This design comes from an exercise in tuning for small area on the open sky130 flow, not from production work.
Only simulation tests tie the RTL to the original design; equivalence was not proved.
Power and IR drop assume default switching activity.

<file path="design/flow/design.v">
`timescale 1ns / 1ps
module framer 
    #(parameter PREAMBLE_BITS = 64,
    parameter HEADER_BITS   = 960, 
    parameter PAYLOAD_BITS  = 8416,
    parameter CRC_BITS      = 32, 
    parameter PL_RATE = 2,
    parameter DATA_WIDTH = 8)
(
    input  wire                      clk,
    input  wire                      rst_n,
    input  wire                      start_frame,
    input  wire [1:0]                frame_type,     
    input  wire [15:0]               txfn,           
    input  wire                      payload_valid,
    input  wire [DATA_WIDTH-1:0]     payload_data,
    input  wire [15:0]               payload_len,     
    output reg                       busy,
    output reg                       frame_done,
    output reg                       frame_valid,
    output reg  [DATA_WIDTH-1:0]     frame_data
);
    localparam [63:0] PREAMBLE_VALUE = 64'h53225b1d0d73df03;
    function integer get_parity_bytes(input integer rate);
        case (rate)
            0: get_parity_bytes = 0;       
            1: get_parity_bytes = 288;     
            2: get_parity_bytes = 432;     
            3: get_parity_bytes = 624;     
            default: get_parity_bytes = 1152;   
        endcase
    endfunction
    localparam PREAMBLE_BYTES = PREAMBLE_BITS / DATA_WIDTH;   
    localparam HEADER_BYTES   = HEADER_BITS / DATA_WIDTH;     
    localparam PAYLOAD_BYTES  = PAYLOAD_BITS / DATA_WIDTH;    
    localparam CRC_BYTES      = CRC_BITS / DATA_WIDTH;        
    localparam PARITY_BYTES   = get_parity_bytes(PL_RATE);    
    localparam TOTAL_BYTES    = PREAMBLE_BYTES + HEADER_BYTES + PAYLOAD_BYTES + CRC_BYTES + PARITY_BYTES;
    localparam [2:0] ST_IDLE     = 3'd0;
    localparam [2:0] ST_PREAMBLE = 3'd1;
    localparam [2:0] ST_HEADER   = 3'd2;
    localparam [2:0] ST_PAYLOAD  = 3'd3;
    localparam [2:0] ST_CRC      = 3'd4;
    localparam [2:0] ST_PARITY   = 3'd5;
    localparam [2:0] ST_DONE     = 3'd6;
    reg [2:0]  present_state;
    reg [2:0]  next_state;
    reg [11:0] byte_cnt;           
    reg [15:0]  payload_len_reg;   
    reg [14:0]  prbs_lfsr;         
    reg [31:0]  crc_reg;           
    reg [959:0] header_reg;       
      wire prbs_bit = prbs_lfsr[14] ^ prbs_lfsr[13];
      wire [14:0] prbs_stream = {prbs_lfsr[13:0], prbs_bit};
      wire [DATA_WIDTH+14:0] prbs_ext = {prbs_stream, {DATA_WIDTH{1'b0}}};
      wire [DATA_WIDTH-1:0] prbs_data = prbs_ext[DATA_WIDTH+14 -: DATA_WIDTH];
    function [31:0] crc32_byte;
        input [31:0] crc;
        input [DATA_WIDTH-1:0] data;
        integer i;
        reg [31:0] temp_crc;
        reg [DATA_WIDTH-1:0] temp_data;
        begin
            temp_crc = crc;
            temp_data = data;
            for (i = 0; i < DATA_WIDTH; i = i + 1) 
            begin
                if (temp_crc[0] ^ temp_data[0]) 
                begin
                    temp_crc = {1'b0, temp_crc[31:1]} ^ 32'hEDB88320;
                end 
                else 
                begin
                    temp_crc = {1'b0, temp_crc[31:1]};
                end
                temp_data = {1'b0, temp_data[DATA_WIDTH-1:1]};
            end
            crc32_byte = temp_crc;
        end
    endfunction
    always @(posedge clk or negedge rst_n) begin
        if (!rst_n)
            present_state <= ST_IDLE;
        else
            present_state <= next_state;
    end
    always @(*) 
    begin
        next_state = present_state;
        case (present_state)
            ST_IDLE: begin
                if (start_frame)
                    next_state = ST_PREAMBLE;
            end
            ST_PREAMBLE: 
            begin
                if (byte_cnt == PREAMBLE_BYTES - 1)
                    next_state = ST_HEADER;
            end
            ST_HEADER: 
            begin
                if (byte_cnt == HEADER_BYTES - 1)
                    next_state = ST_PAYLOAD;
            end
            ST_PAYLOAD: 
            begin
                if (byte_cnt == PAYLOAD_BYTES - 1)
                    next_state = ST_CRC;
            end
            ST_CRC: 
            begin
                if (byte_cnt == CRC_BYTES - 1) 
                begin
                    if (PARITY_BYTES > 0)
                        next_state = ST_PARITY;
                    else
                        next_state = ST_DONE;
                end
            end
            ST_PARITY: 
            begin
                if (byte_cnt == PARITY_BYTES - 1)
                    next_state = ST_DONE;
            end
            ST_DONE: 
                    next_state = ST_IDLE;
            default: 
                next_state = ST_IDLE;
        endcase
    end
    always @(posedge clk or negedge rst_n) 
    begin
        if (!rst_n) 
        begin
            byte_cnt <= 12'd0;
        end 
        else if (present_state != ST_IDLE && present_state != ST_DONE) 
        begin
            if (present_state != next_state)
                byte_cnt <= 12'd0;
            else if (byte_cnt < 12'd4095)
                byte_cnt <= byte_cnt + 12'd1;
        end 
        else 
        begin
            byte_cnt <= 12'd0;
        end
    end
    always @(posedge clk or negedge rst_n) 
    begin
        if (!rst_n) 
        begin
            prbs_lfsr <= 15'h7FFF;
        end 
        else if (start_frame) 
        begin
            prbs_lfsr <= {1'b1, txfn[13:0]};
        end 
        else 
        begin
            prbs_lfsr <= {prbs_lfsr[13:0], prbs_bit};
        end
    end
    always @(posedge clk or negedge rst_n) 
    begin
        if (!rst_n) 
        begin
            payload_len_reg <= 16'd0;
            header_reg <= 960'd0;
            crc_reg <= 32'hFFFFFFFF;
        end 
        else if (start_frame) 
        begin
            payload_len_reg <= payload_len;
          header_reg <= {
                txfn[7:0],   
                txfn[15:8],  
                16'h0000, 16'h00,   
                {frame_type[1], PL_RATE[3:0], 3'd0},
                {7'd0, frame_type[0]},
                48'h0000000000,
                {payload_len[15:8], payload_len[7:0]},
                832'd0
            };
            crc_reg <= 32'hFFFFFFFF;
        end 
        else if (present_state == ST_PAYLOAD && payload_valid) 
        begin
            crc_reg <= crc32_byte(crc_reg, payload_data);
        end
    end
    always @(posedge clk or negedge rst_n)
     begin
        if (!rst_n) 
        begin
            frame_valid <= 1'b0;
            frame_data <= {DATA_WIDTH{1'b0}};
            busy <= 1'b0;
            frame_done <= 1'b0;
        end 
        else 
        begin
            frame_done <= 1'b0;
            busy <= (present_state != ST_IDLE) && (present_state != ST_DONE);
            if (present_state != ST_IDLE && present_state != ST_DONE) 
            begin
                frame_valid <= 1'b1;
                case (present_state)
                    ST_PREAMBLE: 
                    begin
                        frame_data <= PREAMBLE_VALUE[PREAMBLE_BITS-1 - byte_cnt*DATA_WIDTH -: DATA_WIDTH];
                    end
                    ST_HEADER: 
                    begin
                        frame_data <= header_reg[HEADER_BITS-1 - byte_cnt*DATA_WIDTH -: DATA_WIDTH];
                    end
                    ST_PAYLOAD: 
                    begin
                        frame_data <= (payload_valid && byte_cnt < payload_len_reg) ? payload_data : prbs_data;
                    end
                    ST_CRC: 
                    begin
                        frame_data <= crc_reg[CRC_BITS-1 - byte_cnt*DATA_WIDTH -: DATA_WIDTH];
                    end
                    ST_PARITY: 
                    begin
                        frame_data <= {DATA_WIDTH{1'b0}};   
                    end
                    default: begin
                        frame_data <= {DATA_WIDTH{1'b0}};
                    end
                endcase
            end 
            else 
            begin
                frame_valid <= 1'b0;
                frame_data <= {DATA_WIDTH{1'b0}};
            end
            if (present_state == ST_DONE)
                frame_done <= 1'b1;
        end
    end
endmodule
</file>
<file path="design/flow/run.sh">
#!/bin/bash
# synth_recipe.tcl (not shown) runs the flow's synth.tcl, then flattens the netlist and writes it again
# the make line also repeats each setting of config.mk as NAME=value (left out here)
make -C /OpenROAD-flow-scripts/flow DESIGN_CONFIG=/design/flow/config.mk WORK_HOME=/design/flow/orfs CLKGATE_MAP_FILE= SYNTH_SCRIPT=/design/flow/synth_recipe.tcl finish
</file>
<file path="design/flow/config.mk">
export PLATFORM = sky130hd
export DESIGN_NAME = framer
export DESIGN_NICKNAME = framer
export VERILOG_FILES = /design/flow/design.v
export SDC_FILE = /design/flow/constraint.sdc
export NUM_CORES = 4
export LEC_CHECK = 0
export CAP_MARGIN = 20
export CORE_MARGIN = 2
export CORE_UTILIZATION = 40
export SLEW_MARGIN = 20
</file>
<file path="design/flow/constraint.sdc">
create_clock -name core_clock -period 4.0 [get_ports {clk}]
set_input_delay 0.8000 -clock core_clock [delete_from_list [all_inputs] [get_ports {clk}]]
set_output_delay 0.8000 -clock core_clock [all_outputs]
set_load 0.01 [all_outputs]
</file>
==> flow_summary.html, run 1 <==
<table>
<tr><th>Metric</th><th>Value</th></tr>
<tr><th colspan="2">Status</th></tr>
<tr><td>Status</td><td>finished clean</td></tr>
<tr><th colspan="2">Synth</th></tr>
<tr><td>Proportion of register bits with asynchronous set or reset after synthesis</td><td>between 90% and 100%</td></tr>
<tr><td>Main combinational cell family by area after synthesis</td><td>compound AO/OA/AOI/OAI gates</td></tr>
<tr><td>Xor-xnor portion of the synthesized cell area</td><td>approximately 15%</td></tr>
<tr><td>Synthesized cell area</td><td>6882 µm²</td></tr>
<tr><td>Proportion of synthesized area in mux cells</td><td>between 4 and 5%</td></tr>
<tr><td>Yosys top cell area share</td><td>21.82%</td></tr>
<tr><td>Flop and latch count out of synthesis</td><td>approximately 110</td></tr>
<tr><td>Most instantiated library cell after synthesis</td><td>sky130_fd_sc_hd__nor2_1</td></tr>
<tr><td>Area leader, netlist</td><td>sky130_fd_sc_hd__dfrtp_1</td></tr>
<tr><td>Post-synth EDFFs</td><td>0</td></tr>
<tr><td>Register area share after synthesis</td><td>a little under 40%</td></tr>
<tr><td>Most instantiated cells after synthesis</td><td>sky130_fd_sc_hd__nor2_1 (65), sky130_fd_sc_hd__dfrtp_1 (60), sky130_fd_sc_hd__a21oi_1 (59)</td></tr>
<tr><td>Post-synthesis adder-cell area fraction</td><td>3.818%</td></tr>
<tr><td>Most instantiated flip-flop cell in the synthesis netlist</td><td>sky130_fd_sc_hd__dfrtp_1</td></tr>
<tr><td>Number of different library cells in the post-synthesis netlist</td><td>70</td></tr>
<tr><td>Synthesized area per cell</td><td>about 9.3 µm²</td></tr>
<tr><td>Number of synthesis warnings</td><td>1</td></tr>
<tr><td>Top cells by area in the synthesized netlist</td><td>sky130_fd_sc_hd__dfrtp_1 (22%), sky130_fd_sc_hd__dfstp_2 (18%), sky130_fd_sc_hd__xnor2_1 (6.9%)</td></tr>
<tr><td>Number of nets in the synthesized netlist</td><td>approximately 810</td></tr>
<tr><td>Compound-cell area share of the yosys netlist</td><td>roughly 17%</td></tr>
<tr><td>Post-Synth Simple-Gate Area</td><td>between 10% and 20%</td></tr>
<tr><td>Number of instances in the synthesized netlist</td><td>740</td></tr>
<tr><th colspan="2">Clock tree</th></tr>
<tr><td>Post_cts resized</td><td>0</td></tr>
<tr><td>Postcts setup bufs</td><td>0</td></tr>
<tr><td>TritonCTS Buffers</td><td>9</td></tr>
<tr><td>Clock-pin slew reported for the worst setup and hold paths after clock tree synthesis</td><td>80 ps</td></tr>
<tr><td>CTS tree</td><td>yes</td></tr>
<tr><td>Longest Clk Path Bufs</td><td>2</td></tr>
<tr><td>Clock latency (worst-skew pair)</td><td>370 ps</td></tr>
<tr><td>Root Driver</td><td>sky130_fd_sc_hd__clkbuf_16</td></tr>
<tr><td>Count of hold-fix buffers inserted at cts</td><td>0</td></tr>
<tr><td># clock sinks</td><td>107</td></tr>
<tr><td>Number of H-tree levels</td><td>3</td></tr>
<tr><th colspan="2">Worst setup path</th></tr>
<tr><td>Kind of cell with the highest combined delay on the critical path</td><td>flip-flops</td></tr>
<tr><td>Cells traversed along the worst timing path</td><td>inv_1 -&gt; ha_1 -&gt; and3b_1 -&gt; or4b_1 -&gt; a21oi_2 -&gt; o211ai_1 -&gt; o221ai_1</td></tr>
<tr><td>Signal arrival time at the worst endpoint</td><td>between 3000 and 4000 ps</td></tr>
<tr><td>Class of the most critical setup path</td><td>flop to flop</td></tr>
<tr><td>Peak per-stage delay on the critical path</td><td>a little over 800 ps</td></tr>
<tr><td>Register-to-Register Setup Slack</td><td>between 800 and 900 ps</td></tr>
<tr><td>Cell at the slowest stage of the critical path</td><td>sky130_fd_sc_hd__dfrtp_1</td></tr>
<tr><td>Critical path required time</td><td>about 4300 ps</td></tr>
<tr><td>Worst path depth</td><td>7</td></tr>
<tr><td>Endpoint kind of the worst setup timing path</td><td>flop</td></tr>
<tr><td>Launching element type of the critical path</td><td>flop</td></tr>
<tr><td>Count of buffer and inverter cells on the critical path</td><td>1</td></tr>
<tr><td>Crit Path Max Fanout</td><td>19</td></tr>
<tr><td>Source of the worst register-to-register timing path</td><td>byte_cnt[3]$_DFFE_PN0P_</td></tr>
<tr><td>Endpoint of the worst-slack reg-to-reg timing path</td><td>frame_data[3]$_DFF_PN0_</td></tr>
<tr><td>Number of cells traversed by the worst register-to-register path</td><td>7</td></tr>
<tr><th colspan="2">Drt</th></tr>
<tr><td>Number of nets with antenna violations after routing</td><td>0</td></tr>
<tr><td>First-pass detailed-route iteration total</td><td>6</td></tr>
<tr><td>DRC Markers</td><td>0</td></tr>
<tr><td>Number of design-rule violations left by the first detailed-router iteration</td><td>about 420</td></tr>
<tr><td>Number of vias after detailed routing</td><td>~5700</td></tr>
<tr><td>Via density per instance</td><td>roughly 5.7</td></tr>
<tr><td>Average wire length per cell after detail routing</td><td>18.93 µm</td></tr>
<tr><td>Total Wirelength</td><td>18.89 mm</td></tr>
<tr><th colspan="2">GRT</th></tr>
<tr><td>Global Route Usage Sum</td><td>21.38%</td></tr>
<tr><td>Fraction of met1 tracks used by global routing</td><td>29.56%</td></tr>
<tr><td>Global-route track usage on met2</td><td>34.69%</td></tr>
<tr><td>Maximum number of pins on one net before global-route repair</td><td>76</td></tr>
<tr><td>Total gr overflow</td><td>0</td></tr>
<tr><td>Vias in the first global route</td><td>approximately 5700</td></tr>
<tr><td>Antenna violations before repair</td><td>0</td></tr>
<tr><td>Met3 track utilization from global routing</td><td>under 10%</td></tr>
<tr><td>Global-route wire length before repair</td><td>about 31 mm</td></tr>
<tr><td>Most congested layer reported by global routing</td><td>met2</td></tr>
<tr><th colspan="2">Timing</th></tr>
<tr><td>Clock Skew</td><td>~14 ps</td></tr>
<tr><td>FMAX</td><td>between 300 and 400 MHz</td></tr>
<tr><td>Number of pins with negative max-slew slack in the final report</td><td>0</td></tr>
<tr><td>Final critical-path required period</td><td>3187 ps</td></tr>
<tr><td>Normalized max-slew margin</td><td>between 30% and 40%</td></tr>
<tr><td>RSZ-0062 raised after global routing</td><td>no</td></tr>
<tr><td>Final Setup Violations</td><td>0</td></tr>
<tr><td>Worst setup slack after layout</td><td>slightly above 800 ps</td></tr>
<tr><td>Fin. Hold Viols</td><td>0</td></tr>
<tr><td>Fin Hold WS</td><td>about 450 ps</td></tr>
<tr><td>Transition at the pin with the smallest max-transition slack</td><td>between 900 and 1000 ps</td></tr>
<tr><td>Fin crit share</td><td>between 70% and 80%</td></tr>
<tr><td>Final TNS setup</td><td>0 ps</td></tr>
<tr><th colspan="2">Flow run</th></tr>
<tr><td>Max-cap check violation count</td><td>0</td></tr>
<tr><th colspan="2">Floorplan</th></tr>
<tr><td>Count of pins on the block boundary</td><td>between 50 and 60</td></tr>
<tr><td>Overall die height</td><td>135.2 µm</td></tr>
<tr><td>Area enclosed by the die boundary</td><td>around 18000 µm²</td></tr>
<tr><td>Initial Util</td><td>around two fifths</td></tr>
<tr><td>Core area</td><td>16700 µm²</td></tr>
<tr><td>Standard-cell rows</td><td>between 40 and 50</td></tr>
<tr><td>Die Wd</td><td>around 140 µm</td></tr>
<tr><th colspan="2">Hold path</th></tr>
<tr><td>Origin of the worst min-delay path</td><td>prbs_lfsr[4]$_DFF_PN1_</td></tr>
<tr><td>Worst hold path endpoint</td><td>prbs_lfsr[5]$_DFF_PN1_</td></tr>
<tr><td>Hold path depth</td><td>2</td></tr>
<tr><td>Hold WC Path Type</td><td>flop to flop</td></tr>
<tr><th colspan="2">Power and ir drop</th></tr>
<tr><td>Leak</td><td>roughly 3.2 nW</td></tr>
<tr><td>Peak ir drop on the vdd network</td><td>approximately 220 µV</td></tr>
<tr><td>Power per cell area</td><td>306.6 nW/µm²</td></tr>
<tr><td>Overall power</td><td>between 2 and 2.5 mW</td></tr>
<tr><th colspan="2">Layout</th></tr>
<tr><td>Post-Route Utilization</td><td>between 40% and 50%</td></tr>
<tr><td>Number of standard cells in the layout, taps in and fillers out</td><td>between 900 and 1000</td></tr>
<tr><td>Antenna Cells</td><td>0</td></tr>
<tr><td>Layout cells sized above 1</td><td>between 15 and 20%</td></tr>
<tr><td>Net count reported at finish</td><td>840</td></tr>
<tr><td>Filler cell count in the final layout</td><td>about 1600</td></tr>
<tr><td>Synth-to-layout area growth</td><td>15.04%</td></tr>
<tr><td>Max FFs per register</td><td>32</td></tr>
<tr><td>Final design instance area without fill</td><td>7916 µm²</td></tr>
<tr><th colspan="2">Placement</th></tr>
<tr><td>DP Wirelength</td><td>13.63 mm</td></tr>
<tr><td>Number of placed cells counting well taps</td><td>around 980</td></tr>
<tr><td>Total of buffers placed on input and output ports</td><td>between 50 and 60</td></tr>
<tr><td>Placed standard-cell area</td><td>approximately 7600 µm²</td></tr>
<tr><td>Post-placement setup slack</td><td>roughly 930 ps</td></tr>
<tr><td>Placer's final routability congestion estimate</td><td>~0.9</td></tr>
</table>
[per-layer routing]
metal / share of wire (%) / up-vias
li1: - / 2659
met1: 45 / 2766
met2: 47 / 219
met3: 5.5 / 28
met4: 2.0 / 0
met5: 0 / -
[worst max-delay path by stage]
| stage | start | slack [ps] | end |
|---|---|---|---|
| 6_report | byte_cnt[3]$_DFFE_PN0P_ | 810 | frame_data[3]$_DFF_PN0_ |
| 5_1_grt | byte_cnt[3]$_DFFE_PN0P_ | 690 | frame_data[0]$_DFF_PN0_ |
| 4_1_cts | byte_cnt[3]$_DFFE_PN0P_ | 860 | frame_data[0]$_DFF_PN0_ |
| 3_5_place_dp | byte_cnt[3]$_DFFE_PN0P_ | 930 | frame_data[3]$_DFF_PN0_ |
| 3_3_place_gp | byte_cnt[3]$_DFFE_PN0P_ | 930 | frame_data[0]$_DFF_PN0_ |
| 2_1_floorplan | byte_cnt[3]$_DFFE_PN0P_ | 1370 | frame_data[1]$_DFF_PN0_ |
[cell usage in the layout, fill, tap and decap left out, types with 8 or more instances in the layout]
master and n:
sky130_fd_sc_hd__mux2_2 17, sky130_fd_sc_hd__clkbuf_16 9, sky130_fd_sc_hd__inv_1 43, sky130_fd_sc_hd__a21o_1 9, sky130_fd_sc_hd__clkdlybuf4s50_1 54, sky130_fd_sc_hd__mux2i_1 9, sky130_fd_sc_hd__nor3_1 10, sky130_fd_sc_hd__nand3_1 31
sky130_fd_sc_hd__o221ai_1 8, sky130_fd_sc_hd__nand2_1 51, sky130_fd_sc_hd__a31oi_1 8, sky130_fd_sc_hd__a21oi_1 59, sky130_fd_sc_hd__ha_1 21, sky130_fd_sc_hd__xnor2_2 11, sky130_fd_sc_hd__nand4_1 10, sky130_fd_sc_hd__dfrtp_1 60
sky130_fd_sc_hd__xnor2_1 53, sky130_fd_sc_hd__nor2_1 65, sky130_fd_sc_hd__dfstp_2 47, sky130_fd_sc_hd__buf_4 10, sky130_fd_sc_hd__o211ai_1 8, sky130_fd_sc_hd__o21ai_0 50, sky130_fd_sc_hd__xor2_1 25
[power by group]
part           switching, mW  internal (mW)  leakage (nW)  total (mW)
sequential            0.0296           1.14          1.24        1.17
combinational          0.180          0.152          1.83       0.333
clock                  0.475          0.451         0.151       0.926
[kinds of logic after synthesis]
logic type | Yosys count
compound gates | 186
buf+inv | 88
fa+ha+maj | 21
flops | 107
xor+xnor | 96
simple gates | 216
mux | 26
[cell type report]
class	instances	area (µm²)	area share, %
Clock buffer	9	225.2	2.845
Clock inverter	7	86.33	1.091
Inverter	45	168.9	2.134
Multi-Input combinational cell	545	3804	48.05
Sequential cell	107	2736	34.57
Tap cell	220	275.3	3.477
Timing Repair Buffer	65	620.6	7.839
[worst min-delay path, cell delays in order (launching register included)]
cell and delay, ps:
sky130_fd_sc_hd__dfstp_2 360, sky130_fd_sc_hd__inv_1 40, sky130_fd_sc_hd__o21ai_0 60
==> inputs of run 2 (changes only) <==
==> design/flow/design.v (replaced) <==
`timescale 1ns / 1ps
module framer
    #(parameter PREAMBLE_BITS = 64,
    parameter HEADER_BITS   = 960,
    parameter PAYLOAD_BITS  = 8416,
    parameter CRC_BITS      = 32,
    parameter PL_RATE = 2,
    parameter DATA_WIDTH = 8)
(
    input  wire                      clk,
    input  wire                      rst_n,
    input  wire                      start_frame,
    input  wire [1:0]                frame_type,
    input  wire [15:0]               txfn,
    input  wire                      payload_valid,
    input  wire [DATA_WIDTH-1:0]     payload_data,
    input  wire [15:0]               payload_len,
    output reg                       busy,
    output reg                       frame_done,
    output wire                      frame_valid,
    output reg  [DATA_WIDTH-1:0]     frame_data
);
    localparam [63:0] PREAMBLE_VALUE = 64'h53225b1d0d73df03;
    localparam [10:0] P_PRE  = 11'd1920;
    localparam [10:0] P_IDLE = 11'd1489;
    reg  [10:0] p;
    reg  [15:0] plen;
    reg  [15:0] txfn_r;
    reg  [1:0]  ftype;
    reg  [14:0] prbs;
    reg  [31:0] crc;
    assign frame_valid = busy;
    wire hi_end  = p[10] & ~p[9] & p[8] & p[7] & p[6] & ~p[5] & p[4];  
    wire idle    = hi_end & p[0];
    wire done    = hi_end & ~p[0];
    wire ph      = p[10] & p[9];                                      
    wire low32   = p[10] & ~p[9] & ~p[8] & ~p[7] & ~p[6] & ~p[5];     
    wire crc_sec = low32 & p[4] & p[3] & p[2];                        
    wire pay     = ~p[10] | (low32 & ~(p[4] & p[3] & p[2]));          
    wire pre     = ph & (p[6:3] == 4'b0000);
    always @(posedge clk or negedge rst_n) begin
        if (!rst_n)
            p <= P_IDLE;
        else if (idle)
            p <= start_frame ? P_PRE : P_IDLE;
        else
            p <= p + 11'd1;
    end
    always @(posedge clk) begin
        if (start_frame) begin
            plen   <= payload_len;
            txfn_r <= txfn;
            ftype  <= frame_type;
        end
    end
    always @(posedge clk) begin
        if (start_frame)
            prbs <= {1'b1, txfn[13:0]};
        else
            prbs <= {prbs[13:0], prbs[14] ^ prbs[13]};
    end
    function [31:0] crc32_byte;
        input [31:0] c;
        input [7:0]  d;
        integer i;
        begin
            for (i = 0; i < 8; i = i + 1) begin
                if (c[0] ^ d[i])
                    c = {1'b0, c[31:1]} ^ 32'hEDB88320;
                else
                    c = {1'b0, c[31:1]};
            end
            crc32_byte = c;
        end
    endfunction
    always @(posedge clk) begin
        if (start_frame)
            crc <= 32'hFFFFFFFF;
        else if (pay && payload_valid)
            crc <= crc32_byte(crc, payload_data);
    end
    reg [7:0] nd;
    always @(*) begin
        nd = 8'd0;
        if (pre)
            nd = PREAMBLE_VALUE[63 - 8*p[2:0] -: 8];
        else if (ph) begin
            case (p[6:0])
                7'd8:  nd = txfn_r[7:0];
                7'd9:  nd = txfn_r[15:8];
                7'd14: nd = {ftype[1], 4'b0010, 3'b000};
                7'd15: nd = {7'd0, ftype[0]};
                7'd22: nd = plen[15:8];
                7'd23: nd = plen[7:0];
                default: nd = 8'd0;
            endcase
        end
        else if (pay)
            nd = (payload_valid && ({5'd0, p} < plen)) ? payload_data : prbs[13:6];
        else if (crc_sec)
            nd = crc[31 - 8*p[1:0] -: 8];
    end
    always @(posedge clk or negedge rst_n) begin
        if (!rst_n) begin
            busy       <= 1'b0;
            frame_done <= 1'b0;
            frame_data <= 8'd0;
        end else begin
            busy       <= ~hi_end;
            frame_done <= done;
            frame_data <= nd;
        end
    end
endmodule
==> flow_summary.html, run 2 <==
<table>
<tr><th>Metric</th><th>Value</th></tr>
<tr><th colspan="2">Timing</th></tr>
<tr><td>Transition at the pin with the smallest max-transition slack</td><td>883.1 ps (-102.0 ps)</td></tr>
<tr><td>Final TNS setup</td><td>0 ps (unchanged)</td></tr>
<tr><td>Fin crit share</td><td>86.82% (+7.2 points)</td></tr>
<tr><td>Worst setup slack after layout</td><td>527.3 ps (-286.1 ps)</td></tr>
<tr><td>Final Setup Violations</td><td>0 (unchanged)</td></tr>
<tr><td>Fin. Hold Viols</td><td>0 (unchanged)</td></tr>
<tr><td>FMAX</td><td>288.0 MHz (-8.2%)</td></tr>
<tr><td>Number of pins with negative max-slew slack in the final report</td><td>0 (unchanged)</td></tr>
<tr><td>Final critical-path required period</td><td>3473 ps (+286.1 ps)</td></tr>
<tr><td>RSZ-0062 raised after global routing</td><td>no</td></tr>
<tr><td>Clock Skew</td><td>6.852 ps (-6.798 ps)</td></tr>
<tr><td>Fin Hold WS</td><td>400.5 ps (-49.08 ps)</td></tr>
<tr><td>Normalized max-slew margin</td><td>40.73% (+6.4 points)</td></tr>
<tr><th colspan="2">Synth</th></tr>
<tr><td>Synthesized area per cell</td><td>10.56 µm² (+14%)</td></tr>
<tr><td>Area leader, netlist</td><td>sky130_fd_sc_hd__edfxtp_1</td></tr>
<tr><td>Proportion of register bits with asynchronous set or reset after synthesis</td><td>20.59% (-79 points)</td></tr>
<tr><td>Number of synthesis warnings</td><td>1 (unchanged)</td></tr>
<tr><td>Most instantiated flip-flop cell in the synthesis netlist</td><td>sky130_fd_sc_hd__dfxtp_1</td></tr>
<tr><td>Top cells by area in the synthesized netlist</td><td>sky130_fd_sc_hd__edfxtp_1 (19%), sky130_fd_sc_hd__dfxtp_1 (17%), sky130_fd_sc_hd__xnor2_1 (8.1%)</td></tr>
<tr><td>Register area share after synthesis</td><td>46.15% (+6.4 points)</td></tr>
<tr><td>Most instantiated cells after synthesis</td><td>sky130_fd_sc_hd__nand2_1 (72), sky130_fd_sc_hd__xnor2_1 (50), sky130_fd_sc_hd__dfxtp_1 (47)</td></tr>
<tr><td>Most instantiated library cell after synthesis</td><td>sky130_fd_sc_hd__nand2_1</td></tr>
<tr><td>Flop and latch count out of synthesis</td><td>102 (-4.7%)</td></tr>
<tr><td>Number of different library cells in the post-synthesis netlist</td><td>60 (-14%)</td></tr>
<tr><td>Post-synth EDFFs</td><td>34 (+34)</td></tr>
<tr><td>Number of nets in the synthesized netlist</td><td>575 (-29%)</td></tr>
<tr><td>Synthesized cell area</td><td>5406 µm² (-21%)</td></tr>
<tr><td>Number of instances in the synthesized netlist</td><td>512 (-31%)</td></tr>
<tr><td>Yosys top cell area share</td><td>18.88% (-2.9 points)</td></tr>
<tr><th colspan="2">Status</th></tr>
<tr><td>Status</td><td>finished clean</td></tr>
<tr><th colspan="2">Worst setup path</th></tr>
<tr><td>Launching element type of the critical path</td><td>flop</td></tr>
<tr><td>Signal arrival time at the worst endpoint</td><td>3750 ps (+300 ps)</td></tr>
<tr><td>Number of cells traversed by the worst register-to-register path</td><td>7 (unchanged)</td></tr>
<tr><td>Critical path required time</td><td>4280 ps (+20 ps)</td></tr>
<tr><td>Class of the most critical setup path</td><td>flop to flop</td></tr>
<tr><td>Endpoint kind of the worst setup timing path</td><td>flop</td></tr>
<tr><td>Source of the worst register-to-register timing path</td><td>p[0]$_DFF_PN1_</td></tr>
<tr><td>Crit Path Max Fanout</td><td>15 (-4)</td></tr>
<tr><td>Endpoint of the worst-slack reg-to-reg timing path</td><td>frame_data[4]$_DFF_PN0_</td></tr>
<tr><td>Register-to-Register Setup Slack</td><td>530 ps (-290 ps)</td></tr>
<tr><th colspan="2">Drt</th></tr>
<tr><td>Met2 routed WL</td><td>5.952 mm (-33%)</td></tr>
<tr><td>Total Wirelength</td><td>13.23 mm (-30%)</td></tr>
<tr><td>Via density per instance</td><td>5.338 (-6.1%)</td></tr>
<tr><td>DRT met1 WL</td><td>6.368 mm (-26%)</td></tr>
<tr><td>Top routing layer in use</td><td>met4</td></tr>
<tr><td>Number of nets with antenna violations after routing</td><td>0 (unchanged)</td></tr>
<tr><td>DRC Markers</td><td>0 (unchanged)</td></tr>
<tr><td>Sum of met3 wire segment lengths after detailed routing</td><td>687 µm (-34%)</td></tr>
<tr><td>First-pass detailed-route iteration total</td><td>5 (-1)</td></tr>
<tr><td>Average wire length per cell after detail routing</td><td>17.81 µm (-5.9%)</td></tr>
<tr><td>Number of design-rule violations left by the first detailed-router iteration</td><td>352 (-17%)</td></tr>
<tr><td>Number of vias after detailed routing</td><td>3966 (-30%)</td></tr>
<tr><th colspan="2">Placement</th></tr>
<tr><td>Total of buffers placed on input and output ports</td><td>56 (unchanged)</td></tr>
<tr><td>Post-placement setup slack</td><td>507.3 ps (-421.7 ps)</td></tr>
<tr><td>DP Wirelength</td><td>9.630 mm (-29%)</td></tr>
<tr><td>Placer's final routability congestion estimate</td><td>0.8769 (-2.8%)</td></tr>
<tr><td>Number of placed cells counting well taps</td><td>727 (-26%)</td></tr>
<tr><th colspan="2">Clock tree</th></tr>
<tr><td>Clock-pin slew reported for the worst setup and hold paths after clock tree synthesis</td><td>80 ps (about the same)</td></tr>
<tr><td>CTS tree</td><td>yes</td></tr>
<tr><td>Number of H-tree levels</td><td>3 (unchanged)</td></tr>
<tr><td># clock sinks</td><td>102 (-4.7%)</td></tr>
<tr><td>TritonCTS Buffers</td><td>9 (unchanged)</td></tr>
<tr><td>Longest Clk Path Bufs</td><td>2 (unchanged)</td></tr>
<tr><td>Postcts setup bufs</td><td>0 (unchanged)</td></tr>
<tr><td>Clock latency (worst-skew pair)</td><td>360 ps (about the same)</td></tr>
<tr><td>Count of hold-fix buffers inserted at cts</td><td>0 (unchanged)</td></tr>
<tr><td>Post_cts resized</td><td>0 (unchanged)</td></tr>
<tr><td>Root Driver</td><td>sky130_fd_sc_hd__clkbuf_16</td></tr>
<tr><th colspan="2">Layout</th></tr>
<tr><td>Number of standard cells in the layout, taps in and fillers out</td><td>743 (-26%)</td></tr>
<tr><td>Layout cells sized above 1</td><td>11.99% (-3.6 points)</td></tr>
<tr><td>Filler cell count in the final layout</td><td>1271 (-19%)</td></tr>
<tr><td>Net count reported at finish</td><td>625 (-26%)</td></tr>
<tr><td>Synth-to-layout area growth</td><td>19.53%</td></tr>
<tr><td>Max FFs per register</td><td>32 (unchanged)</td></tr>
<tr><td>Most frequent cells in the layout</td><td>sky130_fd_sc_hd__nand2_1 (71), sky130_fd_sc_hd__clkdlybuf4s50_1 (54), sky130_fd_sc_hd__xnor2_1 (50)</td></tr>
<tr><td>Leading cell type in the layout, fill and taps excluded</td><td>sky130_fd_sc_hd__nand2_1</td></tr>
<tr><td>Antenna Cells</td><td>0 (unchanged)</td></tr>
<tr><th colspan="2">Power and ir drop</th></tr>
<tr><td>Peak ir drop on the vdd network</td><td>313.5 µV (+43%)</td></tr>
<tr><td>Leak</td><td>2.540 nW (-21%)</td></tr>
<tr><td>Power per cell area</td><td>575.8 nW/µm² (+88%)</td></tr>
<tr><td>Overall power</td><td>3.721 mW (+53%)</td></tr>
<tr><th colspan="2">GRT</th></tr>
<tr><td>Total gr overflow</td><td>0 (unchanged)</td></tr>
<tr><td>Antenna violations before repair</td><td>0 (unchanged)</td></tr>
<tr><td>Vias in the first global route</td><td>3969 (-30%)</td></tr>
<tr><td>Global-route wire length before repair</td><td>21.87 mm (-29%)</td></tr>
<tr><td>Global Route Usage Sum</td><td>19.58% (-1.8 points)</td></tr>
<tr><td>Maximum number of pins on one net before global-route repair</td><td>66 (-13%)</td></tr>
<tr><th colspan="2">Floorplan</th></tr>
<tr><td>Die Wd</td><td>120.3 µm (-11%)</td></tr>
<tr><td>Core area</td><td>13240 µm² (-21%)</td></tr>
<tr><td>Standard-cell rows</td><td>42 (-11%)</td></tr>
<tr><td>Initial Util</td><td>40.83% (-0.38 points)</td></tr>
<tr><td>Area enclosed by the die boundary</td><td>14460 µm² (-21%)</td></tr>
<tr><td>Overall die height</td><td>120.3 µm (-11%)</td></tr>
<tr><td>Count of pins on the block boundary</td><td>57 (unchanged)</td></tr>
<tr><th colspan="2">Hold path</th></tr>
<tr><td>Hold WC Path Type</td><td>primary input to async pin</td></tr>
<tr><th colspan="2">Flow run</th></tr>
<tr><td>Max-cap check violation count</td><td>0 (unchanged)</td></tr>
</table>
run 2: critical path: stages (launching register included):
cell                       delay (ps)
sky130_fd_sc_hd__dfstp_2          530
sky130_fd_sc_hd__clkinv_1         410
sky130_fd_sc_hd__ha_1             960
sky130_fd_sc_hd__nor2b_1          670
sky130_fd_sc_hd__a21oi_1          170
sky130_fd_sc_hd__o21ai_0          300
sky130_fd_sc_hd__a221oi_1         150
sky130_fd_sc_hd__a21oi_1          190
run 2: kinds of logic (layout without fill, tap and decap cells):
kind of cell	Yosys count	count (layout)	synth area share, %
AOI/OAI and AO/OA	105	105	13.84
xor gates and xnor gates	83	83	15.76
adders and majority gates	17	17	3.934
buffers and inverters	43	98	3.240
DFF	102	102	46.15
muxes	26	26	5.161
and+or+nand+nor	136	136	11.92
run 2: area by class of cell:
class / instances / area, µm² / share of cell area, %
inverters: 17 / 63.81 / 0.9874
flip-flops and latches: 102 / 2495 / 38.61
multi-input cells: 367 / 2744 / 42.46
well taps: 176 / 220.2 / 3.408
repair buffers: 65 / 618.1 / 9.564
clock buffers: 9 / 225.2 / 3.485
clock inverters: 7 / 96.34 / 1.491
run 2: power breakdown:
part | internal [mW] | switching, mW | total, mW
registers | 1.25 | 0.155 | 1.40
clock network | 0.458 | 0.458 | 0.916
logic | 0.709 | 0.694 | 1.40
run 2: how the worst max path moves through the flow:
stage | start | end | slack [ps] | cells after the start
2_1_floorplan | p[0]$_DFF_PN1_ | frame_data[1]$_DFF_PN0_ | 1080 | 10
3_3_place_gp | p[0]$_DFF_PN1_ | frame_data[6]$_DFF_PN0_ | 570 | 7
3_5_place_dp | p[0]$_DFF_PN1_ | frame_data[0]$_DFF_PN0_ | 510 | 7
4_1_cts | p[0]$_DFF_PN1_ | frame_data[0]$_DFF_PN0_ | 450 | 7
5_1_grt | p[0]$_DFF_PN1_ | frame_data[4]$_DFF_PN0_ | 380 | 7
6_report | p[0]$_DFF_PN1_ | frame_data[4]$_DFF_PN0_ | 530 | 7
run 2: through the flow:
stage	instance area, µm²	util [%]
after floorplan	5406	-
after global placement	6141	46.37
after detailed placement	6141	46.37
after CTS	6462	48.80
after global routing	6462	48.80
final	6462	48.80
run 2: metal layers:
layer / global-route usage (%) / up-vias
met5: 0 / -
met4: 6.177 / 0
met3: 4.575 / 20
met2: 29.40 / 120
met1: 27.98 / 1896
li1: - / 1930
==> inputs of run 3 (changes only) <==
==> design/flow/flow/run.sh (new file) <==
#!/bin/bash
# Standard ORFS layout, with three changes:
#  - after the standard synthesis, the combinational logic is re-mapped for
#    area by ABC (flip-flops untouched: same instances, names and cells);
#  - port buffers use buf_1;
#  - the clock tree uses clkbuf_8 and no dummy loads.
set -euo pipefail
W=$(pwd)
R=$W/orfs/results/$FLOW_PLATFORM/framer/base
LIB=$FLOW_HOME/platforms/sky130hd/lib/sky130_fd_sc_hd__tt_025C_1v80.lib
YOSYS=$FLOW_HOME/../tools/install/yosys/bin/yosys
export BUFFER_PORTS_ARGS="-buffer_cell sky130_fd_sc_hd__buf_1"
export CTS_ARGS="-sink_clustering_enable -repair_clock_nets -dont_use_dummy_load -buf_list sky130_fd_sc_hd__clkbuf_8"

bash standard.sh synth > synth.log 2>&1
cp $R/1_2_yosys.v $W/std_netlist.v
sed -e "s#@LIB@#$LIB#g" -e "s#@IN@#$W/std_netlist.v#" -e "s#@TOP@#$FLOW_TOP#" \
    -e "s#@ABC@#$W/flow/area.abc#" -e "s#@OUT@#$W/resynth_netlist.v#" \
    flow/resynth.ys > resynth_run.ys
$YOSYS -l resynth.log -q resynth_run.ys > /dev/null 2>&1
cp $W/resynth_netlist.v $R/1_2_yosys.v
touch $R/1_2_yosys.v
bash standard.sh > layout.log 2>&1
==> design/flow/flow/area.abc (new file) <==
strash
dch -f
map -a
mfs2
strash
dch -f
amap
topo
==> design/flow/flow/resynth.ys (new file) <==
# Re-map the combinational logic of the standard synthesis netlist for area.
# Flip-flops (and tie cells) stay as they are: same instances, names and cells.
read_liberty -ignore_miss_func @LIB@
blackbox sky130_fd_sc_hd__df* sky130_fd_sc_hd__edf* sky130_fd_sc_hd__sdf* sky130_fd_sc_hd__sedf* sky130_fd_sc_hd__dl* sky130_fd_sc_hd__conb_1
read_verilog @IN@
hierarchy -top @TOP@
flatten
opt -purge
read_liberty -lib -overwrite @LIB@
abc -liberty @LIB@ -script @ABC@ -dont_use sky130_fd_sc_hd__lpflow_* -dont_use sky130_fd_sc_hd__probe*
opt_clean -purge
hilomap -singleton -hicell sky130_fd_sc_hd__conb_1 HI -locell sky130_fd_sc_hd__conb_1 LO
insbuf -buf sky130_fd_sc_hd__buf_1 A X
splitnets
opt_clean -purge
stat -liberty @LIB@
check -assert -mapped
write_verilog -noattr -nohex -nodec @OUT@
==> design/flow/standard.sh (new file) <==
#!/bin/bash
# synth_recipe.tcl (not shown) runs the flow's synth.tcl, then flattens the netlist and writes it again
# the make line also repeats each setting of config.mk as NAME=value (left out here)
make -C /OpenROAD-flow-scripts/flow DESIGN_CONFIG=/design/flow/config.mk WORK_HOME=/design/flow/orfs CLKGATE_MAP_FILE= SYNTH_SCRIPT=/design/flow/synth_recipe.tcl "${@:-finish}"
removed: design/flow/run.sh
==> flow_summary.html, run 3 <==
<table>
<tr><th>Metric</th><th>Value</th></tr>
<tr><th colspan="2">Drt</th></tr>
<tr><td>Number of vias after detailed routing</td><td>4362 (+10%)</td></tr>
<tr><td>Total Wirelength</td><td>14.14 mm (+6.9%)</td></tr>
<tr><td>Average wire length per cell after detail routing</td><td>19.43 µm (+9.1%)</td></tr>
<tr><td>Via density per instance</td><td>5.992 (+12%)</td></tr>
<tr><td>First-pass detailed-route iteration total</td><td>6 (+1)</td></tr>
<tr><td>Number of design-rule violations left by the first detailed-router iteration</td><td>410 (+16%)</td></tr>
<tr><td>Number of nets with antenna violations after routing</td><td>0 (unchanged)</td></tr>
<tr><td>DRC Markers</td><td>0 (unchanged)</td></tr>
<tr><th colspan="2">Layout</th></tr>
<tr><td>Post-Route Utilization</td><td>46.75% (-2.0 points)</td></tr>
<tr><td>Net count reported at finish</td><td>633 (+1.3%)</td></tr>
<tr><td>Seq. cell area</td><td>2495 µm² (unchanged)</td></tr>
<tr><td>Leading cell type in the layout, fill and taps excluded</td><td>sky130_fd_sc_hd__clkinv_1</td></tr>
<tr><td>Max FFs per register</td><td>32 (unchanged)</td></tr>
<tr><td>Final design instance area without fill</td><td>5361 µm² (-17%)</td></tr>
<tr><td>Synth-to-layout area growth</td><td>13.90%</td></tr>
<tr><td>Filler cell count in the final layout</td><td>1090 (-14%)</td></tr>
<tr><td>Layout cells sized above 1</td><td>6.154% (-5.8 points)</td></tr>
<tr><td>Most frequent cells in the layout</td><td>sky130_fd_sc_hd__clkinv_1 (87), sky130_fd_sc_hd__buf_1 (54), sky130_fd_sc_hd__o22ai_1 (52)</td></tr>
<tr><td>Antenna Cells</td><td>0 (unchanged)</td></tr>
<tr><td>Multi-input gate area in the final layout</td><td>1882 µm² (-31%)</td></tr>
<tr><th colspan="2">Clock tree</th></tr>
<tr><td>Postcts setup bufs</td><td>0 (unchanged)</td></tr>
<tr><td>Longest Clk Path Bufs</td><td>2 (unchanged)</td></tr>
<tr><td>CTS tree</td><td>yes</td></tr>
<tr><td>Clock-pin slew reported for the worst setup and hold paths after clock tree synthesis</td><td>100 ps (+20 ps)</td></tr>
<tr><td>TritonCTS Buffers</td><td>9 (unchanged)</td></tr>
<tr><td>Post_cts resized</td><td>0 (unchanged)</td></tr>
<tr><td># clock sinks</td><td>102 (unchanged)</td></tr>
<tr><td>Root Driver</td><td>sky130_fd_sc_hd__clkbuf_8</td></tr>
<tr><td>Count of hold-fix buffers inserted at cts</td><td>0 (unchanged)</td></tr>
<tr><td>Clock latency (worst-skew pair)</td><td>390 ps (+30 ps)</td></tr>
<tr><td>Number of H-tree levels</td><td>3 (unchanged)</td></tr>
<tr><th colspan="2">Synth</th></tr>
<tr><td>Number of nets in the synthesized netlist</td><td>548 (-4.7%)</td></tr>
<tr><td>Synthesized area per cell</td><td>9.377 µm² (-11%)</td></tr>
<tr><td>Synthesized cell area</td><td>4707 µm² (-13%)</td></tr>
<tr><td>Number of instances in the synthesized netlist</td><td>502 (-2.0%)</td></tr>
<tr><td>Number of synthesis warnings</td><td>1 (unchanged)</td></tr>
<tr><th colspan="2">Status</th></tr>
<tr><td>Status</td><td>finished clean</td></tr>
<tr><th colspan="2">Timing</th></tr>
<tr><td>Fin crit share</td><td>86.30% (-0.52 points)</td></tr>
<tr><td>Final Setup Violations</td><td>0 (unchanged)</td></tr>
<tr><td>Fin. Hold Viols</td><td>0 (unchanged)</td></tr>
<tr><td>Final TNS setup</td><td>0 ps (unchanged)</td></tr>
<tr><td>Clock Skew</td><td>37.13 ps (+30.28 ps)</td></tr>
<tr><td>FMAX</td><td>289.7 MHz (+0.60%)</td></tr>
<tr><td>Normalized max-slew margin</td><td>34.66% (-6.1 points)</td></tr>
<tr><td>Transition at the pin with the smallest max-transition slack</td><td>971.2 ps (+88.07 ps)</td></tr>
<tr><td>Final critical-path required period</td><td>3452 ps (-20.66 ps)</td></tr>
<tr><td>Number of pins with negative max-slew slack in the final report</td><td>0 (unchanged)</td></tr>
<tr><td>RSZ-0062 raised after global routing</td><td>no</td></tr>
<tr><td>Worst setup slack after layout</td><td>547.9 ps (+20.66 ps)</td></tr>
<tr><th colspan="2">Worst setup path</th></tr>
<tr><td>Number of cells traversed by the worst register-to-register path</td><td>13 (+6)</td></tr>
<tr><td>Crit Path Max Fanout</td><td>7 (-8)</td></tr>
<tr><td>Endpoint of the worst-slack reg-to-reg timing path</td><td>crc[20]$_SDFFE_PP1P_</td></tr>
<tr><td>Kind of cell with the highest combined delay on the critical path</td><td>compound AO/OA/AOI/OAI gates</td></tr>
<tr><td>Launching element type of the critical path</td><td>primary input</td></tr>
<tr><td>Peak per-stage delay on the critical path</td><td>470 ps (-490 ps)</td></tr>
<tr><td>Count of buffer and inverter cells on the critical path</td><td>5 (+4)</td></tr>
<tr><td>Source of the worst register-to-register timing path</td><td>crc[4]$_SDFFE_PP1P_</td></tr>
<tr><td>Critical path origin</td><td>payload_data[4]</td></tr>
<tr><td>Signal arrival time at the worst endpoint</td><td>3680 ps (-70 ps)</td></tr>
<tr><td>Endpoint kind of the worst setup timing path</td><td>flop</td></tr>
<tr><td>Register-to-Register Setup Slack</td><td>750 ps (+220 ps)</td></tr>
<tr><td>Critical path required time</td><td>4230 ps (-50 ps)</td></tr>
<tr><td>Cells traversed along the worst timing path</td><td>buf_1 -&gt; nor2_1 -&gt; a21oi_1 -&gt; clkinv_1 -&gt; o22ai_1 -&gt; clkinv_1 -&gt; o22ai_1 -&gt; clkinv_1 -&gt; o22ai_1 -&gt; nand2_1 -&gt; o21ai_0 -&gt; clkinv_1 -&gt; o22ai_1 -&gt; o221ai_1</td></tr>
<tr><td>Cell at the slowest stage of the critical path</td><td>sky130_fd_sc_hd__a21oi_1</td></tr>
<tr><td>Class of the most critical setup path</td><td>primary input to flop</td></tr>
<tr><th colspan="2">Placement</th></tr>
<tr><td>DP Wirelength</td><td>10.59 mm (+9.9%)</td></tr>
<tr><td>Total of buffers placed on input and output ports</td><td>56 (unchanged)</td></tr>
<tr><td>Post-placement setup slack</td><td>228.9 ps (-278.4 ps)</td></tr>
<tr><td>Placer's final routability congestion estimate</td><td>0.9458 (+7.9%)</td></tr>
<tr><td>Placed standard-cell area</td><td>5236 µm² (-15%)</td></tr>
<tr><th colspan="2">Power and ir drop</th></tr>
<tr><td>Leak</td><td>1.813 nW (-29%)</td></tr>
<tr><td>Peak ir drop on the vdd network</td><td>240.1 µV (-23%)</td></tr>
<tr><td>Power per cell area</td><td>406.5 nW/µm² (-29%)</td></tr>
<tr><th colspan="2">GRT</th></tr>
<tr><td>Vias in the first global route</td><td>4090 (+3.0%)</td></tr>
<tr><td>Global Route Usage Sum</td><td>22.93% (+3.4 points)</td></tr>
<tr><td>Maximum number of pins on one net before global-route repair</td><td>56 (-15%)</td></tr>
<tr><td>Antenna violations before repair</td><td>0 (unchanged)</td></tr>
<tr><td>Global-route wire length before repair</td><td>22.37 mm (+2.3%)</td></tr>
<tr><td>Total gr overflow</td><td>0 (unchanged)</td></tr>
<tr><th colspan="2">Flow run</th></tr>
<tr><td>Max-cap check violation count</td><td>0 (unchanged)</td></tr>
<tr><th colspan="2">Floorplan</th></tr>
<tr><td>Core area</td><td>11470 µm² (-13%)</td></tr>
<tr><td>Standard-cell rows</td><td>39 (-7.1%)</td></tr>
<tr><td>Count of pins on the block boundary</td><td>57 (unchanged)</td></tr>
<tr><td>Area enclosed by the die boundary</td><td>12650 µm² (-13%)</td></tr>
<tr><td>Initial Util</td><td>41.05% (+0.22 points)</td></tr>
<tr><td>Overall die height</td><td>112.5 µm (-6.5%)</td></tr>
<tr><td>Die Wd</td><td>112.5 µm (-6.5%)</td></tr>
<tr><th colspan="2">Hold path</th></tr>
<tr><td>Hold WC Path Type</td><td>primary input to async pin</td></tr>
</table>
[run 3: per-stage QoR]
stage               std cells  power [mW]  hold WS (ps)
floorplan                 502       1.506         425.2
global placement          719       1.671         433.1
detailed placement        719       1.675         435.3
CTS                       728       2.192         458.5
global route              728       2.282         359.0
finish                    728       2.179         339.2
[run 3: worst max path at each step]
stage | end | slack [ps] | depth (start not counted)
after global placement | crc[23]$_SDFFE_PP1P_ | 400 | 14
final | crc[20]$_SDFFE_PP1P_ | 550 | 14
after global routing | crc[20]$_SDFFE_PP1P_ | 120 | 14
after detailed placement | crc[20]$_SDFFE_PP1P_ | 230 | 14
after floorplan | crc[20]$_SDFFE_PP1P_ | 500 | 13
after CTS | crc[20]$_SDFFE_PP1P_ | 630 | 14
[run 3: power by group]
part	internal, mW	switching (mW)
Clock	0.202	0.316
Combinational	0.158	0.284
Sequential	1.16	0.0545
Total	1.52	0.654
[run 3: final cells by class]
cell class | instances | share of cell area, %
flip-flops and latches | 102 | 46.53
multi-input cells | 312 | 35.10
repair buffers | 75 | 6.628
inverters | 87 | 6.091
well taps | 143 | 3.337
clock buffers | 9 | 2.310
[run 3: routing by layer]
metal | vias up | share of wire [%] | global-route usage, %
li1 | 2103 | - | -
met3 | 23 | 6.4 | 5.508
met4 | 0 | 2.2 | 7.561
met5 | - | 0 | 0
met1 | 2063 | 46 | 31.93
met2 | 173 | 46 | 35.34
==> inputs of run 4 (changes only) <==
--- a/design/flow/design.v
+++ b/design/flow/design.v
@@ -24,8 +24,8 @@
     localparam [10:0] P_PRE  = 11'd1920;
     localparam [10:0] P_IDLE = 11'd1489;
     reg  [10:0] p;
-    reg  [15:0] plen;
-    reg  [15:0] txfn_r;
+    reg  [10:0] plen_lo;    
+    reg         plen_big;   
     reg  [1:0]  ftype;
     reg  [14:0] prbs;
     reg  [31:0] crc;
@@ -38,6 +38,7 @@
     wire crc_sec = low32 & p[4] & p[3] & p[2];                        
     wire pay     = ~p[10] | (low32 & ~(p[4] & p[3] & p[2]));          
     wire pre     = ph & (p[6:3] == 4'b0000);
+    wire hdr_end = ph & (&p[8:0]);                                    
     always @(posedge clk or negedge rst_n) begin
         if (!rst_n)
             p <= P_IDLE;
@@ -48,9 +49,9 @@
     end
     always @(posedge clk) begin
         if (start_frame) begin
-            plen   <= payload_len;
-            txfn_r <= txfn;
-            ftype  <= frame_type;
+            plen_lo  <= payload_len[10:0];
+            plen_big <= |payload_len[15:11];
+            ftype    <= frame_type;
         end
     end
     always @(posedge clk) begin
@@ -73,12 +74,17 @@
             crc32_byte = c;
         end
     endfunction
+    wire load_fields = start_frame & (idle | (ph & ~hdr_end));
+    wire set_ones    = (start_frame & ~load_fields) | hdr_end;
     always @(posedge clk) begin
-        if (start_frame)
+        if (load_fields)
+            crc <= {txfn[7:0], txfn[15:8], payload_len[15:8], payload_len[7:0]};
+        else if (set_ones)
             crc <= 32'hFFFFFFFF;
         else if (pay && payload_valid)
             crc <= crc32_byte(crc, payload_data);
     end
+    wire [7:0] lane = crc[31 - 8*p[1:0] -: 8];    
     reg [7:0] nd;
     always @(*) begin
         nd = 8'd0;
@@ -86,19 +92,16 @@
             nd = PREAMBLE_VALUE[63 - 8*p[2:0] -: 8];
         else if (ph) begin
             case (p[6:0])
-                7'd8:  nd = txfn_r[7:0];
-                7'd9:  nd = txfn_r[15:8];
+                7'd8, 7'd9, 7'd22, 7'd23: nd = lane;
                 7'd14: nd = {ftype[1], 4'b0010, 3'b000};
                 7'd15: nd = {7'd0, ftype[0]};
-                7'd22: nd = plen[15:8];
-                7'd23: nd = plen[7:0];
                 default: nd = 8'd0;
             endcase
         end
         else if (pay)
-            nd = (payload_valid && ({5'd0, p} < plen)) ? payload_data : prbs[13:6];
+            nd = (payload_valid && (plen_big || p < plen_lo)) ? payload_data : prbs[13:6];
         else if (crc_sec)
-            nd = crc[31 - 8*p[1:0] -: 8];
+            nd = lane;
     end
     always @(posedge clk or negedge rst_n) begin
         if (!rst_n) begin
--- a/design/flow/config.mk
+++ b/design/flow/config.mk
@@ -5,7 +5,8 @@
 export SDC_FILE = /design/flow/constraint.sdc
 export NUM_CORES = 4
 export LEC_CHECK = 0
-export CAP_MARGIN = 20
+export CAP_MARGIN = 0
 export CORE_MARGIN = 2
 export CORE_UTILIZATION = 40
-export SLEW_MARGIN = 20
+export GPL_TIMING_DRIVEN = 0
+export SLEW_MARGIN = 0
==> flow_summary.html, run 4 <==
<table>
<tr><th>Metric</th><th>Value</th></tr>
<tr><th colspan="2">Worst setup path</th></tr>
<tr><td>Endpoint kind of the worst setup timing path</td><td>flop</td></tr>
<tr><td>Cell at the slowest stage of the critical path</td><td>sky130_fd_sc_hd__nand2_2</td></tr>
<tr><td>Signal arrival time at the worst endpoint</td><td>3760 ps (+80 ps)</td></tr>
<tr><td>Peak per-stage delay on the critical path</td><td>680 ps (+210 ps)</td></tr>
<tr><td>Cells traversed along the worst timing path</td><td>clkinv_1 -&gt; nor2_4 -&gt; clkinv_1 -&gt; nor2_1 -&gt; clkinv_1 -&gt; nor2_1 -&gt; nand2_1 -&gt; nor2_1 -&gt; clkinv_1 -&gt; nor2_1 -&gt; a31oi_1 -&gt; nand2_2</td></tr>
<tr><td>Endpoint of the worst-slack reg-to-reg timing path</td><td>crc[28]$_DFFE_PP_</td></tr>
<tr><td>Capture point of the critical path</td><td>crc[28]$_DFFE_PP_</td></tr>
<tr><td>Critical path origin</td><td>p[0]$_DFF_PN1_</td></tr>
<tr><td>Source of the worst register-to-register timing path</td><td>p[0]$_DFF_PN1_</td></tr>
<tr><td>Number of cells traversed by the worst register-to-register path</td><td>12 (-1)</td></tr>
<tr><td>Critical path required time</td><td>3970 ps (-260 ps)</td></tr>
<tr><td>Register-to-Register Setup Slack</td><td>210 ps (-540 ps)</td></tr>
<tr><td>Launching element type of the critical path</td><td>flop</td></tr>
<tr><td>Crit Path Max Fanout</td><td>32 (+25)</td></tr>
<tr><td>Class of the most critical setup path</td><td>flop to flop</td></tr>
<tr><th colspan="2">Layout</th></tr>
<tr><td>Antenna Cells</td><td>0 (unchanged)</td></tr>
<tr><td>Net count reported at finish</td><td>559 (-12%)</td></tr>
<tr><td>Most frequent cells in the layout</td><td>sky130_fd_sc_hd__buf_1 (56), sky130_fd_sc_hd__nor2_1 (53), sky130_fd_sc_hd__nand2_1 (52), sky130_fd_sc_hd__o21ai_0 (52), sky130_fd_sc_hd__clkinv_1 (50)</td></tr>
<tr><td>Leading cell type in the layout, fill and taps excluded</td><td>sky130_fd_sc_hd__buf_1</td></tr>
<tr><td>Synth-to-layout area growth</td><td>13.50%</td></tr>
<tr><td>Post-Route Utilization</td><td>46.27% (-0.49 points)</td></tr>
<tr><td>Seq. cell area</td><td>2215 µm² (-11%)</td></tr>
<tr><td>Layout cells sized above 1</td><td>4.305% (-1.8 points)</td></tr>
<tr><td>Max FFs per register</td><td>32 (unchanged)</td></tr>
<tr><td>Number of standard cells in the layout, taps in and fillers out</td><td>647 (-11%)</td></tr>
<tr><td>Multi-input gate area in the final layout</td><td>1773 µm² (-5.8%)</td></tr>
<tr><td>Filler cell count in the final layout</td><td>1035 (-5.0%)</td></tr>
<tr><th colspan="2">Clock tree</th></tr>
<tr><td># clock sinks</td><td>82 (-20%)</td></tr>
<tr><td>Clock latency (worst-skew pair)</td><td>350 ps (-40 ps)</td></tr>
<tr><td>Clock-pin slew reported for the worst setup and hold paths after clock tree synthesis</td><td>80 ps (-20 ps)</td></tr>
<tr><td>Root Driver</td><td>sky130_fd_sc_hd__clkbuf_8</td></tr>
<tr><td>CTS tree</td><td>yes</td></tr>
<tr><td>TritonCTS Buffers</td><td>9 (unchanged)</td></tr>
<tr><td>Longest Clk Path Bufs</td><td>2 (unchanged)</td></tr>
<tr><td>Number of H-tree levels</td><td>3 (unchanged)</td></tr>
<tr><td>Count of hold-fix buffers inserted at cts</td><td>0 (unchanged)</td></tr>
<tr><th colspan="2">Timing</th></tr>
<tr><td>Transition at the pin with the smallest max-transition slack</td><td>1116 ps (+145.1 ps)</td></tr>
<tr><td>Final critical-path required period</td><td>3786 ps (+333.6 ps)</td></tr>
<tr><td>Number of pins with negative max-slew slack in the final report</td><td>0 (unchanged)</td></tr>
<tr><td>FMAX</td><td>264.2 MHz (-8.8%)</td></tr>
<tr><td>Final TNS setup</td><td>0 ps (unchanged)</td></tr>
<tr><td>Fin. Hold Viols</td><td>0 (unchanged)</td></tr>
<tr><td>Final Setup Violations</td><td>0 (unchanged)</td></tr>
<tr><td>Fin crit share</td><td>94.64% (+8.3 points)</td></tr>
<tr><td>Normalized max-slew margin</td><td>24.79% (-9.9 points)</td></tr>
<tr><td>RSZ-0062 raised after global routing</td><td>yes</td></tr>
<tr><td>Clock Skew</td><td>12.83 ps (-24.30 ps)</td></tr>
<tr><th colspan="2">Drt</th></tr>
<tr><td>First-pass detailed-route iteration total</td><td>5 (-1)</td></tr>
<tr><td>Total Wirelength</td><td>12.41 mm (-12%)</td></tr>
<tr><td>Number of vias after detailed routing</td><td>3736 (-14%)</td></tr>
<tr><td>Number of design-rule violations left by the first detailed-router iteration</td><td>305 (-26%)</td></tr>
<tr><td>DRC Markers</td><td>0 (unchanged)</td></tr>
<tr><td>Via density per instance</td><td>5.774 (-3.6%)</td></tr>
<tr><td>Average wire length per cell after detail routing</td><td>19.19 µm (-1.2%)</td></tr>
<tr><td>Number of nets with antenna violations after routing</td><td>0 (unchanged)</td></tr>
<tr><th colspan="2">GRT</th></tr>
<tr><td>Vias in the first global route</td><td>3579 (-12%)</td></tr>
<tr><td>Total gr overflow</td><td>0 (unchanged)</td></tr>
<tr><td>Antenna violations before repair</td><td>0 (unchanged)</td></tr>
<tr><td>Global Route Usage Sum</td><td>22.93% (about the same)</td></tr>
<tr><td>Global-route wire length before repair</td><td>19.14 mm (-14%)</td></tr>
<tr><td>Maximum number of pins on one net before global-route repair</td><td>36 (-36%)</td></tr>
<tr><th colspan="2">Floorplan</th></tr>
<tr><td>Initial Util</td><td>40.76% (-0.29 points)</td></tr>
<tr><td>Standard-cell rows</td><td>37 (-5.1%)</td></tr>
<tr><td>Overall die height</td><td>105.9 µm (-5.9%)</td></tr>
<tr><td>Count of pins on the block boundary</td><td>57 (unchanged)</td></tr>
<tr><td>Area enclosed by the die boundary</td><td>11210 µm² (-11%)</td></tr>
<tr><td>Die Wd</td><td>105.9 µm (-5.9%)</td></tr>
<tr><td>Core area</td><td>10180 µm² (-11%)</td></tr>
<tr><th colspan="2">Hold path</th></tr>
<tr><td>Hold WC Path Type</td><td>flop to flop</td></tr>
<tr><td>Hold path depth</td><td>1</td></tr>
<tr><th colspan="2">Status</th></tr>
<tr><td>Status</td><td>finished clean</td></tr>
<tr><th colspan="2">Synth</th></tr>
<tr><td>Synthesized cell area</td><td>4151 µm² (-12%)</td></tr>
<tr><td>Number of instances in the synthesized netlist</td><td>444 (-12%)</td></tr>
<tr><td>Number of nets in the synthesized netlist</td><td>490 (-11%)</td></tr>
<tr><td>Number of synthesis warnings</td><td>1 (unchanged)</td></tr>
<tr><td>Synthesized area per cell</td><td>9.350 µm² (-0.28%)</td></tr>
<tr><th colspan="2">Placement</th></tr>
<tr><td>DP Wirelength</td><td>9.487 mm (-10%)</td></tr>
<tr><td>Placer's final routability congestion estimate</td><td>0.9099 (-3.8%)</td></tr>
<tr><td>Total of buffers placed on input and output ports</td><td>56 (unchanged)</td></tr>
<tr><td>Number of placed cells counting well taps</td><td>636 (-12%)</td></tr>
<tr><th colspan="2">Power and ir drop</th></tr>
<tr><td>Leak</td><td>1.537 nW (-15%)</td></tr>
<tr><td>Peak ir drop on the vdd network</td><td>162.4 µV (-32%)</td></tr>
<tr><td>Power per cell area</td><td>443.6 nW/µm² (+9.1%)</td></tr>
<tr><th colspan="2">Flow run</th></tr>
<tr><td>Max-cap check violation count</td><td>0 (unchanged)</td></tr>
</table>
[run 4: layout make-up]
class	count	share of cell area, %
well taps	136	3.611
plain buffers	1	0.07966
clock buffers	9	2.629
multi-input cells	311	37.63
repair buffers	58	5.072
flip-flops and latches	82	47.00
inverters	50	3.983
[run 4: what timing repair did]
item                                    4_1_cts  5_1_grt
buffers inserted                              0        2
endpoints found under the setup margin       64       64
pin swaps                                     0        1
resized for setup                             7        1
endpoints found under the hold margin         0        0
[run 4: worst min-delay path by stage]
stage / startpoint / end
2_1_floorplan: prbs[0]$_DFF_P_ / prbs[1]$_DFF_P_
3_3_place_gp: prbs[2]$_DFF_P_ / prbs[3]$_DFF_P_
6_report: prbs[2]$_DFF_P_ / prbs[3]$_DFF_P_
5_1_grt: prbs[2]$_DFF_P_ / prbs[3]$_DFF_P_
3_5_place_dp: prbs[2]$_DFF_P_ / prbs[3]$_DFF_P_
4_1_cts: prbs[2]$_DFF_P_ / prbs[3]$_DFF_P_
[run 4: critical path, delay by kind of cell (launching register included)]
kind / cells / cell delay (ps)
buffers and inverters: 4 / 640
AO/OA/AOI/OAI: 1 / 300
flip-flops: 1 / 600
AND/OR/NAND/NOR: 7 / 1850
[run 4: per-layer routing]
layer	GRT usage, %	part of all wire, %
met5	0	0
met1	30.24	45
met4	9.586	2.8
met2	36.31	46
met3	5.318	6.6
[run 4: where the power goes]
group / switching [mW] / internal [mW]
Sequential: 0.0742 / 1.02
Clock: 0.266 / 0.201
Combinational: 0.330 / 0.200
Total: 0.670 / 1.42
[run 4: through the flow]
step	power (mW)	hold slack (ps)	area [µm²]	setup slack, ps
2_1_floorplan	1.447	413.2	4151	212.9
3_3_place_gp	1.629	431.7	4532	-1481
3_5_place_dp	1.633	430.1	4533	-1521
4_1_cts	2.094	447.0	4679	23.61
5_1_grt	2.217	466.8	4712	-93.54
6_report	2.090	441.6	4712	214.3

-- re-timing with driven ports --
The flow's constraints put no driver on any port. The routed layouts listed below were extracted and timed again, unchanged, in two steps.
Step 1 assumes that a clkbuf_16 drives the clock port and a buf_2 every other input.
Step 2 also shifts input and output timing later by t, the mid clock arrival at the registers, as if the neighbouring blocks saw the same clock.
Three values: no drivers, after step 1, after step 2; two values: the first two.
run	t, ns	slack for setup (ns)	worst setup path after step 2	clock arrival spread, ns	pins driven straight from the clock port
run 1	0.402	0.813 / 0.813 / 0.813	register to register	0.016 / 0.015	1
run 2	0.400	0.527 / 0.527 / 0.527	register to register	0.007 / 0.007	1
run 3	0.406	0.548 / 0.560 / 0.154	input to register	0.037 / 0.038	1
run 4	0.381	0.214 / 0.214 / 0.214	register to register	0.013 / 0.013	1
After both steps every run listed still meets setup and hold. For run 3, which loses most, drivers alone change the setup slack by +0.012 ns; drivers and shift together by -0.394 ns.
